Source: an optimization exercise on an open RTL-to-GDS flow (aim: small area and a short achievable clock period). Production flows keep margins and buffers that such runs may drop. Function was checked by simulation only, so behaviour that the tests miss may differ from the original. No activity file was given, so power comes from the tool's default toggle rates.

==> flow/design.v (excerpt) <==
module PID_CONTROLLER(clk,rst,clk_adc,clk_dac,pwm_high,pwm_low,adc_data,dac_data,Q_load,Q_L_R_tran);
Size: ~690 cells after synthesis, about 110 flip-flops, ~30 I/O pins, ~6500 um^2 of cells after synthesis.
clock: 10.0 ns
lec_check: 0
cap_margin: 20
core_margin: 2
core_utilization: 40
cts_buf_list: sky130_fd_sc_hd__clkbuf_8
place_density: 0.6
slew_margin: 20
standard.sh (not shown) runs the stock make flow with config.mk's settings and CLKGATE_MAP_FILE= SYNTH_SCRIPT=/design/flow/synth_recipe.tcl, a recipe that flattens the netlist after the stock synthesis.
==> flow/flow/run.sh <==
#!/bin/bash
set -euo pipefail
export SETUP_SLACK_MARGIN=5.5
bash standard.sh > standard.log 2>&1
The starting point ran to the end with no violations.
Change:
==> flow/run.sh (new file) <==
#!/bin/bash
# synth_recipe.tcl (not shown) runs the flow's synth.tcl, then flattens the netlist and writes it again
# the make line also repeats each setting of config.mk as NAME=value (left out here)
make -C /OpenROAD-flow-scripts/flow DESIGN_CONFIG=/design/flow/config.mk WORK_HOME=/design/flow/orfs CLKGATE_MAP_FILE= SYNTH_SCRIPT=/design/flow/synth_recipe.tcl finish
--- a/flow/config.mk
+++ b/flow/config.mk
@@ -10,3 +10,2 @@
-export CORE_UTILIZATION = 40
-export CTS_BUF_LIST = sky130_fd_sc_hd__clkbuf_8
-export PLACE_DENSITY = 0.6
+export CORE_UTILIZATION = 60
+export SETUP_SLACK_MARGIN = 5
removed: flow/flow/run.sh
removed: flow/standard.sh
The new run went through all stages and came out clean.
Sequential cell count does not change.
Worst hold slack stays flat.
Routed wire length falls by a few percent.
Final cell count is lower by roughly a tenth.
Setup slack is worse by 0.42 ns.
Sequential share of layout area rose by 1.7 points.
Change:
--- a/flow/config.mk
+++ b/flow/config.mk
@@ -10 +10,2 @@
-export CORE_UTILIZATION = 60
+export CORE_UTILIZATION = 40
+export CTS_BUF_LIST = sky130_fd_sc_hd__clkbuf_4 sky130_fd_sc_hd__clkbuf_8
Worst setup slack is better by 0.0057 ns; global-route usage fell by 8.1 points; count of clock-buffer cells in the layout came out higher by 1; routed wire length climbs slightly; final area grows slightly; area after synthesis is unchanged; power drops slightly.

PID_CONTROLLER again, from the RTL that the note above started with.
export LEC_CHECK = 0
export CAP_MARGIN = 20
export CORE_MARGIN = 2
export CORE_UTILIZATION = 40
export SETUP_SLACK_MARGIN = 5
export SLEW_MARGIN = 20
create_clock -name core_clock -period 10.0 [get_ports {clk}]
run.sh (not shown) runs the stock make flow with config.mk's settings and CLKGATE_MAP_FILE= SYNTH_SCRIPT=/design/flow/synth_recipe.tcl, a recipe that flattens the netlist after the stock synthesis.
Stock flow here: none of the scripts above is used.
==> next run, changes <==
==> flow/flow/run.sh (new file) <==
#!/bin/bash
set -euo pipefail
export SETUP_SLACK_MARGIN=5.5
bash standard.sh > standard.log 2>&1
==> flow/standard.sh (new file) <==
#!/bin/bash
# synth_recipe.tcl (not shown) runs the flow's synth.tcl, then flattens the netlist and writes it again
# the make line also repeats each setting of config.mk as NAME=value (left out here)
make -C /OpenROAD-flow-scripts/flow DESIGN_CONFIG=/design/flow/config.mk WORK_HOME=/design/flow/orfs CLKGATE_MAP_FILE= SYNTH_SCRIPT=/design/flow/synth_recipe.tcl "${@:-finish}"
- CORE_UTILIZATION: 40 -> 60
- CTS_BUF_LIST: default -> sky130_fd_sc_hd__clkbuf_8
- SETUP_SLACK_MARGIN: 5 -> default
removed: flow/run.sh
After rerunning: Routed wire length climbs by 5.0%; synthesized area is unchanged; worst setup slack improved by 340 ps; hold slack improved by 11 ps.
==> next run, changes <==
- CORE_UTILIZATION: 60 -> 40
- CTS_BUF_LIST: sky130_fd_sc_hd__clkbuf_8 -> default
After rerunning: The changed run finished clean; final area came out higher by 1.6%; utilization shrinks by 23 points; routed wire length went down by 1.3%; register-to-register slack is better by 60 ps; setup slack degrades by 25 ps; clock power came out higher by 25%; sequential cell count does not change; total power rose by 2.4%; worst hold slack is worse by 9.2 ps; die area grows by 48%; cell count goes up by 8.3%.

[static timing again, ports no longer ideal]
The results above use ideal ports. As a check the final layouts listed here were re-extracted and re-timed, cells and wires unchanged. Step 1 sets driving cells, clkbuf_16 on the clock port and buf_2 on the other inputs (assumed; they add their load-dependent delay and slew). Step 2 moves the port delays by t, midway between the first and last clock arrival at a register: inputs arrive t later, outputs are due t later. That takes back most of the time a late clock gives input paths. Three values: ideal ports, drivers, drivers and shift; two values: the first two.
run | t (ns) | slack for setup (ns) | pins driven straight from the clock port
the first run of note 1 | 0.427 | 5.524 / 5.487 / 5.113 | 1
the second run of note 1 | 0.430 | 5.105 / 5.116 / 4.685 | 1
the third run of note 1 | 0.422 | 5.111 / 5.114 / 4.692 | 1
the first run of note 2 | 0.396 | 5.142 / 5.161 / 4.765 | 1
the second run of note 2 | 0.426 | 5.478 / 5.476 / 5.050 | 1
the third run of note 2 | 0.393 | 5.454 / 5.433 / 5.040 | 1
After both steps setup and hold are still met in every run listed. For the second run of note 2, which loses most, drivers alone change the setup slack by -0.002 ns; drivers and shift together by -0.428 ns.
